This is an optimization exercise on Yosys and OpenROAD, whose aim is a short achievable clock period and few clock cycles, not a production implementation.
Only simulation tests tie the RTL to the original design; equivalence was not proved.

==> 09-10 <==
Design Pipeline_top, start of the top module:
module Pipeline_top(clk,rst,imem_addr,imem_rdata,dmem_addr,dmem_wdata,dmem_we,dmem_rdata);
input clk,rst;
output [31:0] imem_addr;
input  [31:0] imem_rdata;
output [31:0] dmem_addr;
output [31:0] dmem_wdata;
output dmem_we;
input  [31:0] dmem_rdata;
localparam [6:0] OP_R = 7'b0110011, OP_I = 7'b0010011, OP_L = 7'b0000011,
                 OP_S = 7'b0100011, OP_B = 7'b1100011, OP_J = 7'b1101111;
wire        stall;           
wire        redir;           
wire [11:1] redir_lo;        
reg  [11:1] fpc;
wire [31:0] fi = imem_rdata;
assign imem_addr = {20'h00000, fpc, 1'b0};
wire f_jal  = (fi[6:0] == OP_J);
wire f_beq  = (fi[6:0] == OP_B);
wire f_take = f_jal | (f_beq & ((fi[19:15] == fi[24:20]) | fi[31]));
wire [11:1] f_seq = fpc + 11'd2;
wire [11:1] f_tgt_j = fpc + {fi[20], fi[30:21]};
wire [11:1] f_tgt_b = fpc + {fi[7], fi[30:25], fi[11:8]};
wire s_j = ~redir & ~stall & f_jal;
wire s_b = ~redir & ~stall & f_take & ~f_jal;
wire s_s = ~redir & ~stall & ~f_take;
wire s_h = ~redir & stall;
wire [11:1] fpc_n = ({11{redir}} & redir_lo) | ({11{s_h}} & fpc) |
                    ({11{s_j}} & f_tgt_j) | ({11{s_b}} & f_tgt_b) | ({11{s_s}} & f_seq);
always @(posedge clk or negedge rst)
  if (!rst) fpc <= 11'd0;
  else      fpc <= fpc_n;
reg        vD;           
reg [31:0] iD;
reg        ptD;          
reg        newD;         
reg [31:0] rpcS, rpcC;   
reg [31:0] altS, altC;   
always @(posedge clk or negedge rst)
  if (!rst) begin
    vD <= 1'b0; newD <= 1'b1; rpcS <= 32'h0; rpcC <= 32'h0;
  end else begin
    rpcS <= altS;
    rpcC <= altC;
    if (redir) begin
      vD <= 1'b0; newD <= 1'b1;
    end else if (!stall) begin
      vD <= 1'b1; newD <= 1'b0;
    end
  end
wire [6:0] opD = iD[6:0];
wire [4:0] rdD = iD[11:7];
wire [4:0] rs1D = iD[19:15];
wire [4:0] rs2D = iD[24:20];
wire [2:0] f3D = iD[14:12];
wire isR = (opD == OP_R);
wire isI = (opD == OP_I);
wire isL = (opD == OP_L);
wire isS = (opD == OP_S);
wire isB = (opD == OP_B);
wire isJ = (opD == OP_J);
wire [31:0] immI = {{20{iD[31]}}, iD[31:20]};
  ...
Settings: LEC_CHECK=0, ABC_CLOCK_PERIOD_IN_PS=2500, CAP_MARGIN=20, CORE_MARGIN=2, CORE_UTILIZATION=40, PLACE_DENSITY=0.6, SETUP_SLACK_MARGIN=5, SLEW_MARGIN=20, SYNTH_HIERARCHICAL=1, SYNTH_MINIMUM_KEEP_SIZE=0, TNS_END_PERCENT=100; clock period 8.0 ns.
run.sh (not shown) runs the stock make flow with config.mk's settings and CLKGATE_MAP_FILE= SYNTH_SCRIPT=/design/flow/synth_recipe.tcl, a recipe that flattens the netlist after the stock synthesis.
==> inputs of 02-13, as changes to 09-10 <==
==> flow/design.v (replaced) <==
`timescale 1ns / 1ps
module Pipeline_top(clk,rst,imem_addr,imem_rdata,dmem_addr,dmem_wdata,dmem_we,dmem_rdata);
input clk,rst;
output [31:0] imem_addr;
input  [31:0] imem_rdata;
output [31:0] dmem_addr;
output [31:0] dmem_wdata;
output dmem_we;
input  [31:0] dmem_rdata;
localparam [6:0] OP_R = 7'b0110011, OP_I = 7'b0010011, OP_L = 7'b0000011,
                 OP_S = 7'b0100011, OP_B = 7'b1100011, OP_J = 7'b1101111;
wire        stall;           
wire        redir;           
wire [11:1] redir_lo;        
reg  [11:1] fpc;
wire [31:0] fi = imem_rdata;
assign imem_addr = {20'h00000, fpc, 1'b0};
wire f_jal  = (fi[6:0] == OP_J);
wire f_beq  = (fi[6:0] == OP_B);
wire f_take = f_jal | (f_beq & ((fi[19:15] == fi[24:20]) | fi[31]));
wire [11:1] f_seq = fpc + 11'd2;
wire [11:1] f_tgt_j = fpc + {fi[20], fi[30:21]};
wire [11:1] f_tgt_b = fpc + {fi[7], fi[30:25], fi[11:8]};
wire s_j = ~redir & ~stall & f_jal;
wire s_b = ~redir & ~stall & f_take & ~f_jal;
wire s_s = ~redir & ~stall & ~f_take;
wire s_h = ~redir & stall;
wire [11:1] fpc_n = ({11{redir}} & redir_lo) | ({11{s_h}} & fpc) |
                    ({11{s_j}} & f_tgt_j) | ({11{s_b}} & f_tgt_b) | ({11{s_s}} & f_seq);
always @(posedge clk or negedge rst)
  if (!rst) fpc <= 11'd0;
  else      fpc <= fpc_n;
reg        vD;           
reg [31:0] iD;
reg        ptD;          
reg        newD;         
reg [31:0] rpcS, rpcC;   
reg [31:0] altS, altC;   
always @(posedge clk or negedge rst)
  if (!rst) begin
    vD <= 1'b0; newD <= 1'b1; rpcS <= 32'h0; rpcC <= 32'h0;
  end else begin
    rpcS <= altS;
    rpcC <= altC;
    if (redir) begin
      vD <= 1'b0; newD <= 1'b1;
    end else if (!stall) begin
      vD <= 1'b1; newD <= 1'b0;
    end
  end
wire [6:0] opD = iD[6:0];
wire [4:0] rdD = iD[11:7];
wire [4:0] rs1D = iD[19:15];
wire [4:0] rs2D = iD[24:20];
wire [2:0] f3D = iD[14:12];
wire isR = (opD == OP_R);
wire isI = (opD == OP_I);
wire isL = (opD == OP_L);
wire isS = (opD == OP_S);
wire isB = (opD == OP_B);
wire isJ = (opD == OP_J);
wire [31:0] immI = {{20{iD[31]}}, iD[31:20]};
wire [31:0] immS = {{20{iD[31]}}, iD[31:25], iD[11:7]};
wire [31:0] immB = {{20{iD[31]}}, iD[7], iD[30:25], iD[11:8], 1'b0};
wire [31:0] immJ = {{12{iD[31]}}, iD[19:12], iD[20], iD[30:21], 1'b0};
reg  [31:0] pcS, pcC;
function [63:0] csa(input [31:0] x, input [31:0] y, input [31:0] z);
  reg [31:0] c;
  begin
    c = (x & y) | (x & z) | (y & z);
    csa = {x ^ y ^ z, c[30:0], 1'b0};
  end
endfunction
wire [31:0] offF = ptD ? (iD[3] ? immJ : immB) : 32'd4;    
wire [31:0] offA = ptD ? 32'd4 : immB;                      
wire [63:0] pcF2 = csa(pcS, pcC, offF);
wire [63:0] lnk2 = csa(pcS, pcC, 32'd4);
wire [63:0] alt2 = csa(pcS, pcC, offA);
always @(posedge clk)
  if (!stall) begin
    iD  <= fi;
    ptD <= f_take;
    pcS <= newD ? rpcS : pcF2[63:32];
    pcC <= newD ? rpcC : pcF2[31:0];
  end
reg  [31:0] rf [1:31];
reg         wrW;
reg  [4:0]  rdW;
reg  [31:0] resW;
always @(posedge clk)
  if (wrW) rf[rdW] <= resW;
wire [31:0] rd1 = (rs1D == 5'd0) ? 32'h0 : (wrW & (rdW == rs1D)) ? resW : rf[rs1D];
wire [31:0] rd2 = (rs2D == 5'd0) ? 32'h0 : (wrW & (rdW == rs2D)) ? resW : rf[rs2D];
wire use1 = isR | isI | isL | isS | isB;
wire use2 = isR | isS | isB;
wire wrD  = vD & (isR | isI | isL | isJ) & (rdD != 5'd0);
wire l_slt = (isR | isI) & (f3D == 3'b010);
wire l_or  = (isR | isI) & (f3D == 3'b110);
wire l_and = (isR | isI) & (f3D == 3'b111);
wire k_log = l_slt | l_or | l_and;
wire k_dif = isR & iD[30] & ~k_log;
wire k_sum = ~k_log & ~k_dif;
reg        wrE0, ldE0, stE0, brE0, sqE;
wire       wrE = wrE0 & ~sqE;
wire       ldE = ldE0 & ~sqE;
wire       stE = stE0 & ~sqE;
wire       brE = brE0 & ~sqE;
reg  [4:0] rdE;
reg        ksE, kdE, klE;
reg        wrM, ldM, stM;
reg  [4:0] rdM;
reg  [31:0] sumM, difM, logM;
reg        ksM, kdM, klM;
assign stall = vD & ldE & wrE & ((use1 & (rdE == rs1D)) | (use2 & (rdE == rs2D)));
wire go = vD & ~stall;
wire [31:0] resM   = ({32{ksM}} & sumM) | ({32{kdM}} & difM) | ({32{klM}} & logM);
wire [31:0] resW_n = ldM ? dmem_rdata : resM;
wire a_m  = use1 & ~isJ & wrE & (rdE == rs1D);
wire a_w  = use1 & wrM & (rdM == rs1D);
wire r2_m = use2 & wrE & (rdE == rs2D);
wire r2_w = use2 & wrM & (rdM == rs2D);
wire b_m  = r2_m & ~isS;
wire [31:0] aD  = isJ ? lnk2[63:32] : a_w ? resW_n : rd1;
wire [31:0] bD  = isJ ? lnk2[31:0] : (isI | isL) ? immI : isS ? immS : r2_w ? resW_n : rd2;
wire [31:0] sdD = r2_w ? resW_n : rd2;
reg [31:0] aE, bE, sdE;
reg        aR, aS, aDf, aL;         
reg        bR, bS, bDf, bL;         
reg        sR, sS, sDf, sL;         
reg        e_rr, e_sr, e_dr, e_lr, e_rs, e_rd, e_rl, e_mm;    
reg        andE, orE, sltE, ptE;
always @(posedge clk or negedge rst)
  if (!rst) begin
    wrE0 <= 1'b0; ldE0 <= 1'b0; stE0 <= 1'b0; brE0 <= 1'b0; sqE <= 1'b0;
  end else begin
    wrE0 <= go & wrD;
    ldE0 <= go & isL;
    stE0 <= go & isS;
    brE0 <= go & isB;
    sqE  <= redir;
  end
always @(posedge clk) begin
  rdE  <= rdD;
  ksE  <= k_sum;
  kdE  <= k_dif;
  klE  <= k_log;
  aE   <= aD;
  bE   <= bD;
  sdE  <= sdD;
  aR   <= ~a_m;
  aS   <= a_m & ksE;
  aDf  <= a_m & kdE;
  aL   <= a_m & klE;
  bR   <= ~b_m;
  bS   <= b_m & ksE;
  bDf  <= b_m & kdE;
  bL   <= b_m & klE;
  sR   <= ~r2_m;
  sS   <= r2_m & ksE;
  sDf  <= r2_m & kdE;
  sL   <= r2_m & klE;
  e_rr <= ~a_m & ~b_m;
  e_sr <= a_m & ksE & ~b_m;
  e_dr <= a_m & kdE & ~b_m;
  e_lr <= a_m & klE & ~b_m;
  e_rs <= ~a_m & b_m & ksE;
  e_rd <= ~a_m & b_m & kdE;
  e_rl <= ~a_m & b_m & klE;
  e_mm <= a_m & b_m;
  andE <= l_and;
  orE  <= l_or;
  sltE <= l_slt;
  ptE  <= ptD;
  altS <= alt2[63:32];
  altC <= alt2[31:0];
end
wire [31:0] A  = ({32{aR}} & aE) | ({32{aS}} & sumM) | ({32{aDf}} & difM) | ({32{aL}} & logM);
wire [31:0] B  = ({32{bR}} & bE) | ({32{bS}} & sumM) | ({32{bDf}} & difM) | ({32{bL}} & logM);
wire [31:0] SD = ({32{sR}} & sdE) | ({32{sS}} & sumM) | ({32{sDf}} & difM) | ({32{sL}} & logM);
wire [31:0] sum = A + B;
wire [31:0] dif = A - B;
wire        lt  = (A[31] ^ B[31]) ? A[31] : dif[31];
wire [31:0] lgc = ({32{andE}} & (A & B)) | ({32{orE}} & (A | B)) | {31'h0, sltE & lt};
wire eq = (e_rr & (aE == bE)) | (e_sr & (sumM == bE)) | (e_dr & (difM == bE)) | (e_lr & (logM == bE)) |
          (e_rs & (aE == sumM)) | (e_rd & (aE == difM)) | (e_rl & (aE == logM)) | e_mm;
assign redir = brE & (eq ^ ptE);
wire [11:0] alt_lo = altS[11:0] + altC[11:0];
assign redir_lo = alt_lo[11:1];
reg [31:0] sdM;
always @(posedge clk or negedge rst)
  if (!rst) begin
    wrM <= 1'b0; ldM <= 1'b0; stM <= 1'b0;
  end else begin
    wrM <= wrE; ldM <= ldE; stM <= stE;
  end
always @(posedge clk) begin
  rdM  <= rdE;
  ksM  <= ksE;
  kdM  <= kdE;
  klM  <= klE;
  sumM <= sum;
  difM <= dif;
  logM <= lgc;
  sdM  <= SD;
end
assign dmem_addr  = sumM;
assign dmem_wdata = sdM;
assign dmem_we    = stM;
always @(posedge clk or negedge rst)
  if (!rst) wrW <= 1'b0;
  else      wrW <= wrM;
always @(posedge clk) begin
  rdW  <= rdM;
  resW <= resW_n;
end
endmodule
--- a/flow/config.mk
+++ b/flow/config.mk
@@ -7,11 +7,9 @@
 export LEC_CHECK = 0
 export ABC_CLOCK_PERIOD_IN_PS = 2500
 export CAP_MARGIN = 20
 export CORE_MARGIN = 2
 export CORE_UTILIZATION = 40
 export PLACE_DENSITY = 0.6
 export SETUP_SLACK_MARGIN = 5
 export SLEW_MARGIN = 20
-export SYNTH_HIERARCHICAL = 1
-export SYNTH_MINIMUM_KEEP_SIZE = 0
 export TNS_END_PERCENT = 100
==> flow_summary.yaml <==
logic_synthesis:
  synth_top_family_by_area: "compound AO/OA/AOI/OAI gates"
outcome:
  run_status: "finished clean"
layout:
  post_route_cells_drive_above_1_share_pct: 20.5
drt:
  viasPerCell: 7.24
  wl_met1_mm: 128
clock_tree:
  post_cts_buffers: 89
critical_path:
  critPathMaxStageDelay_ps: 410
Source of the figures above: 09-10

==> flow_summary.yaml <==
outcome:
  run_status: "finished clean"
critical_path:
  critPathMaxStageDelay_ps: 400
logic_synthesis:
  ys.flop_type: "edfxtp_1"
  avgSynthCellArea_um2: 14.6
timing:
  relSlewSlack_pct: 22.3
drt:
  wl_met1_mm: 101
clock_tree:
  post_cts_buffers: 191
global_routing:
  globalRouteMet3Util_pct: 4.61
layout:
  post-route-util_pct: 47.9
placement:
  place_inst: 7406
Source of the figures above: 02-13

Testbench counts of 09-10, summed over its fixed seeds: cycles 19,944.
Testbench counts of 02-13, summed over its fixed seeds: cycles 19,944.

-- re-timing with driven ports --
Ports are ideal in the flow. The routed layouts listed here were re-timed in OpenROAD. Step 1, drivers: a clkbuf_16 drives clk and a buf_2 each remaining input, both assumed. Step 2 times the ports against the registers' clock, not the clock port: input delays grow and output delays shrink by t, the midpoint of the rising clock arrivals with the driver on. Slacks: ideal / step 1 / step 2; pairs: ideal / step 1.
run | t (ns) | setup WS [ns] | hold WS [ns] | cell pins on the clock port's net
09-10 | 0.911 | 4.373 / 4.373 / 4.109 | 0.311 / 0.311 / 0.311 | 1
02-13 | 0.905 | 4.186 / 4.186 / 4.086 | 0.323 / 0.323 / 0.323 | 1
After both steps every run listed still meets setup and hold. The setup slack of 09-10, which loses most, moves by 0.000 ns with the drivers and by -0.264 ns with both steps.
